This is an optimization exercise on Yosys and OpenROAD, whose aim is small area and a short achievable clock period, not a production implementation.
Where RTL was checked, it was by simulation tests only, not by an equivalence proof against the original.
Power figures rest on the tool's default switching activity, not on a simulated workload.

==> flow/design.v <==
module Interface (
	input clk,
	input rst,
	input [30*4-1:0] taps,   
	input [29:0] found,
	output ext_on,           
	output rotp,             
	output reg [4:0] which,
	output reg TX
);
localparam [2:0] IDLE = 3'd0, IDLEC = 3'd1, SELECT = 3'd2, SEND = 3'd3, RESET = 3'd4;
reg [2:0] state;
reg [3:0] i;
reg [2:0] fsm;
reg [3:0] bit_count;
reg [8:0] clk_count;
reg       upper;         
reg       last;          
assign ext_on = (state == RESET) | (state == IDLEC);
wire load = (fsm == 3'd1);
assign rotp = load & (i >= 4'd2) & (i <= 4'd6);
integer k;
reg [4:0] hi;
always @(*) begin
	hi = 5'd0;
	for (k = 0; k < 30; k = k + 1)
		if (found[k]) hi = k;
end
reg [3:0] tcode;
always @(posedge clk) tcode <= taps[which*4 +: 4];
reg [3:0] tap;           
always @(*) begin
	case (tcode[3:2])
		2'b00: tap = (tcode[1:0] == 2'b00) ? 4'd8 : {2'b00, tcode[1:0]};
		2'b01: tap = {2'b01, tcode[1:0]};
		2'b10: tap = 4'd9;
		default: tap = tcode[1] ? 4'd10 : 4'd0;
	endcase
end
always @(posedge clk) begin
	if (rst) begin
		state <= IDLE;
	end else begin
		case (state)
			IDLE, IDLEC: begin
				if (found != 30'd0) begin
					state <= SELECT;
					which <= hi;
				end else
					state <= IDLE;
			end
			SELECT: begin
				state <= SEND;
				i <= 4'd0;
			end
			SEND: begin
				if (load) i <= i + 4'd1;
				if (i == 4'd8) i <= 4'd9;
				if (i == 4'd9) state <= RESET;
			end
			default: state <= IDLEC;
		endcase
	end
end
wire drl = (state == SEND) & (i != 4'd9);
always @(posedge clk) begin
	if (rst) begin
		fsm <= 3'd0;
		TX <= 1'b1;
	end else begin
		case (fsm)
			3'd0: if (drl) fsm <= 3'd1;
			3'd1: begin
				fsm <= 3'd2;
				upper <= (i == 4'd0) | (i == 4'd7);
				last <= (i == 4'd7);
			end
			3'd2: begin
				fsm <= 3'd3;
				bit_count <= 4'd10;
			end
			3'd3: begin
				fsm <= 3'd4;
				bit_count <= bit_count - 4'd1;
				clk_count <= 9'd432;
				case (bit_count)
					4'd10: TX <= 1'b0;
					4'd9: TX <= upper ? ~last : tap[0];
					4'd8: TX <= upper | tap[1];
					4'd7: TX <= upper | tap[2];
					4'd6: TX <= upper | tap[3];
					4'd1: TX <= 1'b1;
					default: TX <= upper;
				endcase
			end
			3'd4: begin
				clk_count <= clk_count - 9'd1;
				if (clk_count == 9'd0) fsm <= 3'd5;
			end
			3'd5: fsm <= (bit_count == 4'd0) ? 3'd0 : 3'd3;
			default: fsm <= 3'd0;
		endcase
	end
end
endmodule
module SearchModule #(parameter SEED = 1351) (
	input clk,
	input rst,
	input enan,            
	input ext,             
	input rot,             
	input boot,            
	input bootend,         
	input [10:0] sl,       
	output reg found,
	output reg found_o,    
	output [3:0] tap       
);
localparam [1:0] PW = 2'd0, PC = 2'd1, PR = 2'd2, PF = 2'd3;
localparam [10:0] S0 = 11'b10000000000;
localparam [10:0] INIT = 11'b10000000000;
reg [32:0] r;
reg [2:0]  b;       
reg [2:0]  m;       
reg [1:0]  ph;
reg [10:0] cnt;
reg [10:0] st;
reg [3:0]  c0, c1, c2, c3, c4, c5;
assign tap = c5;
wire shifting = (ph != PW);
wire fail2    = (ph == PF) & cnt[9];
wire resp     = fail2 | ext;
wire w_end    = (ph == PW) & (boot ? bootend : (cnt[0] & cnt[5]));
wire fin      = (ph == PC) & st[2];
wire [4:0] din = r[29:25] & {~(m[2] & (m[1] | m[0])), ~m[2], ~(m[2] | (m[1] & m[0])), ~(m[2] | m[1]), ~(m[2] | m[1] | m[0])};
wire inrange  = ~din[4] & (din[3:0] != 4'd0) & (din[3:0] <= 4'd10);
wire valid    = (b == 3'd7) & enan & (ph == PC) & ~st[3] & ~st[2] & inrange;
wire run      = (ph == PR) & ~found;
wire low0     = (cnt[9:0] == 10'd0);
wire stinit   = (st == INIT);
wire found_set = run & low0 & ~cnt[10];
wire fail_set  = run & stinit & ~low0;
function [3:0] tcode(input [3:0] p);
	tcode = {p[3] & (p[1] | p[0]), p[2] | (p[3] & p[1]), p[1:0]};
endfunction
function tapv(input [3:0] t, input [10:0] s);
	reg a, b;
	begin
		case (t[1:0]) 2'd0: a = s[8]; 2'd1: a = s[1]; 2'd2: a = s[2]; default: a = s[3]; endcase
		case (t[1:0]) 2'd0: b = s[4]; 2'd1: b = s[5]; 2'd2: b = s[6]; default: b = s[7]; endcase
		case (t[3:2]) 2'd0: tapv = a; 2'd1: tapv = b; 2'd2: tapv = s[9]; default: tapv = s[10] & t[1]; endcase
	end
endfunction
wire fb = st[0] ^ (tapv(c5, st) & tapv(c4, st)) ^ tapv(c3, st) ^ tapv(c2, st) ^ tapv(c1, st) ^ tapv(c0, st);
wire [3:0] dcode = tcode(din[3:0]);
wire cfb = cnt[0] ^ cnt[2] ^ (cnt[10:1] == 10'd0);
wire prfb = r[32] ^ r[22] ^ r[2] ^ r[1];
wire seedbit = |(sl & SEED[10:0]);
always @(posedge clk) begin
	r <= {boot ? seedbit : shifting ? prfb : r[0], r[32:1]};
	if (rst)
		b <= 3'd0;
	else if (shifting)
		b <= b + 3'd1;
	if (shifting & (b == 3'd0))
		m <= 3'd0;
	else if (resp)
		m <= b;
	if (rst | fail2 | (found & ext)) begin
		ph <= PW;
		found <= 1'b0;
	end else begin
		if (w_end) ph <= PC;
		if (fin) ph <= PR;
		if (fail_set) ph <= PF;
		if (found_set) found <= 1'b1;
	end
	if (rst | (found_o & ext))
		found_o <= 1'b0;
	else if (found_set)
		found_o <= 1'b1;
	if (fail2 | (found & ext) | fin | fail_set)
		cnt <= S0;
	else
		cnt <= {cfb, cnt[10:1]};
	if ((ph == PW) | fin)
		st <= INIT;
	else if (valid | ((ph == PC) & st[3]))
		st <= {1'b0, st[10:1]};
	else if (run)
		st <= {fb, st[10:1]};
	if (valid & ~st[4]) begin
		c0 <= (st[9] && dcode == c0) ? 4'b1100 : dcode;
		{c5, c4, c3, c2, c1} <= {c4, c3, c2, c1, c0};
	end else if (rot) begin
		{c5, c4, c3, c2, c1, c0} <= {c4, c3, c2, c1, c0, c5};
	end
end
endmodule
module FPGA (
	input clk,
	input rst,
	input start,
	output wire TX,
	output reg found_smth,
	output wire startedmod,
	output wire [29:0] found_mods
);
reg start_S;
reg started;
reg started_o;     
reg [5:0] gcnt;      
wire boot = (gcnt != 6'd33);
wire bootend = (gcnt == 6'd32);
wire [10:0] sl;
genvar j;
generate
for (j = 0; j < 11; j = j + 1) begin: SL
	assign sl[j] = (gcnt == j + 1);
end
endgenerate
wire [30*4-1:0] taps;
wire [29:0] found;
wire [29:0] found_o;
wire ext_on, rotp;
wire [4:0] which;
wire enan = started | start_S;
assign startedmod = started_o;
assign found_mods = found_o;
Interface interfejs (
	.clk    (clk),
	.rst    (rst),
	.taps   (taps),
	.found  (found),
	.ext_on (ext_on),
	.rotp   (rotp),
	.which  (which),
	.TX     (TX)
);
genvar g;
generate
for (g = 0; g < 30; g = g + 1) begin: Trololo
	SearchModule #(.SEED(1351 + g)) szukacz (
		.clk     (clk),
		.rst     (rst),
		.enan    (enan),
		.ext     (ext_on & (which == g)),
		.rot     (rotp & (which == g)),
		.boot    (boot),
		.bootend (bootend),
		.sl      (sl),
		.found   (found[g]),
		.found_o (found_o[g]),
		.tap     (taps[g*4 +: 4])
	);
end
endgenerate
always @(posedge clk) begin
	if (rst) begin
		found_smth <= 1'b0;
		start_S <= 1'b0;
		started <= 1'b0;
		started_o <= 1'b0;
		gcnt <= 6'd0;
	end else begin
		if (boot) gcnt <= gcnt + 6'd1;
		if (!start) start_S <= 1'b1;
		if (start_S) started <= 1'b1;
		if (start_S) started_o <= 1'b1;
		found_smth <= (found != 30'd0);
	end
end
endmodule
Settings: LEC_CHECK=0, CAP_MARGIN=20, CORE_MARGIN=2, CORE_UTILIZATION=40, CTS_BUF_LIST=sky130_fd_sc_hd__clkbuf_16, CTS_CLUSTER_DIAMETER=120, CTS_CLUSTER_SIZE=28, SETUP_SLACK_MARGIN=5, SLEW_MARGIN=20; clock period 8.0 ns.
standard.sh (not shown) runs the stock make flow with config.mk's settings and CLKGATE_MAP_FILE= SYNTH_SCRIPT=/design/flow/synth_recipe.tcl, a recipe that flattens the netlist after the stock synthesis.
==> flow/flow/run.sh <==
#!/bin/bash
set -e
bash standard.sh SETUP_SLACK_MARGIN=5.25 finish > standard.log 2>&1
Change:
--- a/flow/design.v
+++ b/flow/design.v
@@ -1,27 +1,25 @@
 module Interface (
 	input clk,
 	input rst,
 	input [30*4-1:0] taps,   
 	input [29:0] found,
-	output ext_on,           
-	output rotp,             
+	output reg ext_on,       
+	output reg rotp,         
 	output reg [4:0] which,
 	output reg TX
 );
 localparam [2:0] IDLE = 3'd0, IDLEC = 3'd1, SELECT = 3'd2, SEND = 3'd3, RESET = 3'd4;
 reg [2:0] state;
 reg [3:0] i;
 reg [2:0] fsm;
 reg [3:0] bit_count;
 reg [8:0] clk_count;
 reg       upper;         
 reg       last;          
-assign ext_on = (state == RESET) | (state == IDLEC);
 wire load = (fsm == 3'd1);
-assign rotp = load & (i >= 4'd2) & (i <= 4'd6);
 integer k;
 reg [4:0] hi;
 always @(*) begin
 	hi = 5'd0;
 	for (k = 0; k < 30; k = k + 1)
 		if (found[k]) hi = k;
@@ -36,12 +34,21 @@
 		2'b10: tap = 4'd9;
 		default: tap = tcode[1] ? 4'd10 : 4'd0;
 	endcase
 end
 always @(posedge clk) begin
 	if (rst) begin
+		ext_on <= 1'b0;
+		rotp <= 1'b0;
+	end else begin
+		ext_on <= ((state == SEND) & (i == 4'd9)) | (state == RESET);
+		rotp <= load & (i >= 4'd2) & (i <= 4'd6);
+	end
+end
+always @(posedge clk) begin
+	if (rst) begin
 		state <= IDLE;
 	end else begin
 		case (state)
 			IDLE, IDLEC: begin
 				if (found != 30'd0) begin
 					state <= SELECT;
@@ -60,12 +67,14 @@
 			end
 			default: state <= IDLEC;
 		endcase
 	end
 end
 wire drl = (state == SEND) & (i != 4'd9);
+always @(posedge clk)
+	clk_count <= (fsm == 3'd3) ? 9'd432 : clk_count - 9'd1;
 always @(posedge clk) begin
 	if (rst) begin
 		fsm <= 3'd0;
 		TX <= 1'b1;
 	end else begin
 		case (fsm)
@@ -79,25 +88,23 @@
 				fsm <= 3'd3;
 				bit_count <= 4'd10;
 			end
 			3'd3: begin
 				fsm <= 3'd4;
 				bit_count <= bit_count - 4'd1;
-				clk_count <= 9'd432;
 				case (bit_count)
 					4'd10: TX <= 1'b0;
 					4'd9: TX <= upper ? ~last : tap[0];
 					4'd8: TX <= upper | tap[1];
 					4'd7: TX <= upper | tap[2];
 					4'd6: TX <= upper | tap[3];
 					4'd1: TX <= 1'b1;
 					default: TX <= upper;
 				endcase
 			end
 			3'd4: begin
-				clk_count <= clk_count - 9'd1;
 				if (clk_count == 9'd0) fsm <= 3'd5;
 			end
 			3'd5: fsm <= (bit_count == 4'd0) ? 3'd0 : 3'd3;
 			default: fsm <= 3'd0;
 		endcase
 	end
@@ -221,12 +228,16 @@
 endgenerate
 wire [30*4-1:0] taps;
 wire [29:0] found;
 wire [29:0] found_o;
 wire ext_on, rotp;
 wire [4:0] which;
+wire [3:0] hi_dec = 4'b0001 << which[4:3];
+wire [7:0] lo_dec = 8'b00000001 << which[2:0];
+wire [3:0] xa = hi_dec & {4{ext_on}};
+wire [3:0] ra = hi_dec & {4{rotp}};
 wire enan = started | start_S;
 assign startedmod = started_o;
 assign found_mods = found_o;
 Interface interfejs (
 	.clk    (clk),
 	.rst    (rst),
@@ -241,14 +252,14 @@
 generate
 for (g = 0; g < 30; g = g + 1) begin: Trololo
 	SearchModule #(.SEED(1351 + g)) szukacz (
 		.clk     (clk),
 		.rst     (rst),
 		.enan    (enan),
-		.ext     (ext_on & (which == g)),
-		.rot     (rotp & (which == g)),
+		.ext     (xa[g / 8] & lo_dec[g % 8]),
+		.rot     (ra[g / 8] & lo_dec[g % 8]),
 		.boot    (boot),
 		.bootend (bootend),
 		.sl      (sl),
 		.found   (found[g]),
 		.found_o (found_o[g]),
 		.tap     (taps[g*4 +: 4])
=> The new run finished with timing, DRC and antenna clean; setup slack stays flat; sequential share of layout area climbs by 0.64 points; clock power hardly moves; utilization fell by 0.59 points; combinational power grows by about 17%.
Function not checked in the first run of this note: the RTL went through the layout flow alone.

---

// FPGA: RTL as listed in full above, without the edits since
==> flow/config.mk <==
export PLATFORM = sky130hd
export DESIGN_NAME = FPGA
export DESIGN_NICKNAME = FPGA
export VERILOG_FILES = /design/flow/design.v
export SDC_FILE = /design/flow/constraint.sdc
export NUM_CORES = 8
export LEC_CHECK = 0
export CAP_MARGIN = 20
export CORE_MARGIN = 2
export CORE_UTILIZATION = 40
export CTS_BUF_LIST = sky130_fd_sc_hd__clkbuf_16
export CTS_CLUSTER_DIAMETER = 120
export CTS_CLUSTER_SIZE = 28
export SETUP_SLACK_MARGIN = 5
export SLEW_MARGIN = 20
==> flow/constraint.sdc <==
create_clock -name core_clock -period 8.0 [get_ports {clk}]
set_input_delay 1.6000 -clock core_clock [delete_from_list [all_inputs] [get_ports {clk}]]
set_output_delay 1.6000 -clock core_clock [all_outputs]
set_load 0.01 [all_outputs]
run.sh (not shown) runs the stock make flow with config.mk's settings and CLKGATE_MAP_FILE= SYNTH_SCRIPT=/design/flow/synth_recipe.tcl, a recipe that flattens the netlist after the stock synthesis.
Stock flow here: none of the scripts above is used.
Change:
--- a/flow/design.v
+++ b/flow/design.v
@@ -1,27 +1,25 @@
 module Interface (
 	input clk,
 	input rst,
 	input [30*4-1:0] taps,   
 	input [29:0] found,
-	output ext_on,           
-	output rotp,             
+	output reg ext_on,       
+	output reg rotp,         
 	output reg [4:0] which,
 	output reg TX
 );
 localparam [2:0] IDLE = 3'd0, IDLEC = 3'd1, SELECT = 3'd2, SEND = 3'd3, RESET = 3'd4;
 reg [2:0] state;
 reg [3:0] i;
 reg [2:0] fsm;
 reg [3:0] bit_count;
 reg [8:0] clk_count;
 reg       upper;         
 reg       last;          
-assign ext_on = (state == RESET) | (state == IDLEC);
 wire load = (fsm == 3'd1);
-assign rotp = load & (i >= 4'd2) & (i <= 4'd6);
 integer k;
 reg [4:0] hi;
 always @(*) begin
 	hi = 5'd0;
 	for (k = 0; k < 30; k = k + 1)
 		if (found[k]) hi = k;
@@ -36,12 +34,21 @@
 		2'b10: tap = 4'd9;
 		default: tap = tcode[1] ? 4'd10 : 4'd0;
 	endcase
 end
 always @(posedge clk) begin
 	if (rst) begin
+		ext_on <= 1'b0;
+		rotp <= 1'b0;
+	end else begin
+		ext_on <= ((state == SEND) & (i == 4'd9)) | (state == RESET);
+		rotp <= load & (i >= 4'd2) & (i <= 4'd6);
+	end
+end
+always @(posedge clk) begin
+	if (rst) begin
 		state <= IDLE;
 	end else begin
 		case (state)
 			IDLE, IDLEC: begin
 				if (found != 30'd0) begin
 					state <= SELECT;
@@ -60,12 +67,14 @@
 			end
 			default: state <= IDLEC;
 		endcase
 	end
 end
 wire drl = (state == SEND) & (i != 4'd9);
+always @(posedge clk)
+	clk_count <= (fsm == 3'd3) ? 9'd432 : clk_count - 9'd1;
 always @(posedge clk) begin
 	if (rst) begin
 		fsm <= 3'd0;
 		TX <= 1'b1;
 	end else begin
 		case (fsm)
@@ -79,25 +88,23 @@
 				fsm <= 3'd3;
 				bit_count <= 4'd10;
 			end
 			3'd3: begin
 				fsm <= 3'd4;
 				bit_count <= bit_count - 4'd1;
-				clk_count <= 9'd432;
 				case (bit_count)
 					4'd10: TX <= 1'b0;
 					4'd9: TX <= upper ? ~last : tap[0];
 					4'd8: TX <= upper | tap[1];
 					4'd7: TX <= upper | tap[2];
 					4'd6: TX <= upper | tap[3];
 					4'd1: TX <= 1'b1;
 					default: TX <= upper;
 				endcase
 			end
 			3'd4: begin
-				clk_count <= clk_count - 9'd1;
 				if (clk_count == 9'd0) fsm <= 3'd5;
 			end
 			3'd5: fsm <= (bit_count == 4'd0) ? 3'd0 : 3'd3;
 			default: fsm <= 3'd0;
 		endcase
 	end
@@ -221,12 +228,16 @@
 endgenerate
 wire [30*4-1:0] taps;
 wire [29:0] found;
 wire [29:0] found_o;
 wire ext_on, rotp;
 wire [4:0] which;
+wire [3:0] hi_dec = 4'b0001 << which[4:3];
+wire [7:0] lo_dec = 8'b00000001 << which[2:0];
+wire [3:0] xa = hi_dec & {4{ext_on}};
+wire [3:0] ra = hi_dec & {4{rotp}};
 wire enan = started | start_S;
 assign startedmod = started_o;
 assign found_mods = found_o;
 Interface interfejs (
 	.clk    (clk),
 	.rst    (rst),
@@ -241,14 +252,14 @@
 generate
 for (g = 0; g < 30; g = g + 1) begin: Trololo
 	SearchModule #(.SEED(1351 + g)) szukacz (
 		.clk     (clk),
 		.rst     (rst),
 		.enan    (enan),
-		.ext     (ext_on & (which == g)),
-		.rot     (rotp & (which == g)),
+		.ext     (xa[g / 8] & lo_dec[g % 8]),
+		.rot     (ra[g / 8] & lo_dec[g % 8]),
 		.boot    (boot),
 		.bootend (bootend),
 		.sl      (sl),
 		.found   (found[g]),
 		.found_o (found_o[g]),
 		.tap     (taps[g*4 +: 4])
Outcome: The changed run ran to the end with no violations. Final cell count goes down by 0.50%. Clock power goes up by about 3%. Synthesized area stays flat. Non-clock buffer count goes down by 41. Clock-buffer cell count goes up by 8. Sequential share of layout area goes up by 0.42 points. Critical path depth goes down by 6. Register-to-register slack gains 0.23 ns. Power goes up by 1.8%. Sequential cell count goes up by 2. Clock skew goes down by 0.023 ns. Via count goes down by 1.4%. Worst setup slack gains 0.087 ns. Hold slack gains 0.0069 ns.
Only the layout flow was run in the first run of this note; the RTL was not checked for function there.

[what the ideal ports hide]
Ports are ideal in the flow. The routed layouts listed here were re-timed in OpenROAD. Step 1: set_driving_cell puts a clkbuf_16 on clk and a buf_2 on each other input, an assumption about the parent block. Step 2 times the ports against the registers' clock, not the clock port: input delays grow and output delays shrink by t, the midpoint of the rising clock arrivals with the driver on. a / b / c = ideal ports / drivers / drivers and shift; a / b = the first two.
run | t, ns | setup WS [ns] | worst setup path at the end
the first run of note 1 | 0.905 | 5.021 / 4.931 / 4.458 | input to register
the second run of note 1 | 0.879 | 5.020 / 4.941 / 4.648 | input to register
the first run of note 2 | 0.896 | 4.925 / 4.913 / 4.571 | input to register
the second run of note 2 | 0.883 | 5.013 / 4.922 / 4.323 | input to register
After both steps setup and hold are still met in every run listed. The setup slack of the second run of note 2, which loses most, moves by -0.091 ns with the drivers and by -0.690 ns with both steps.
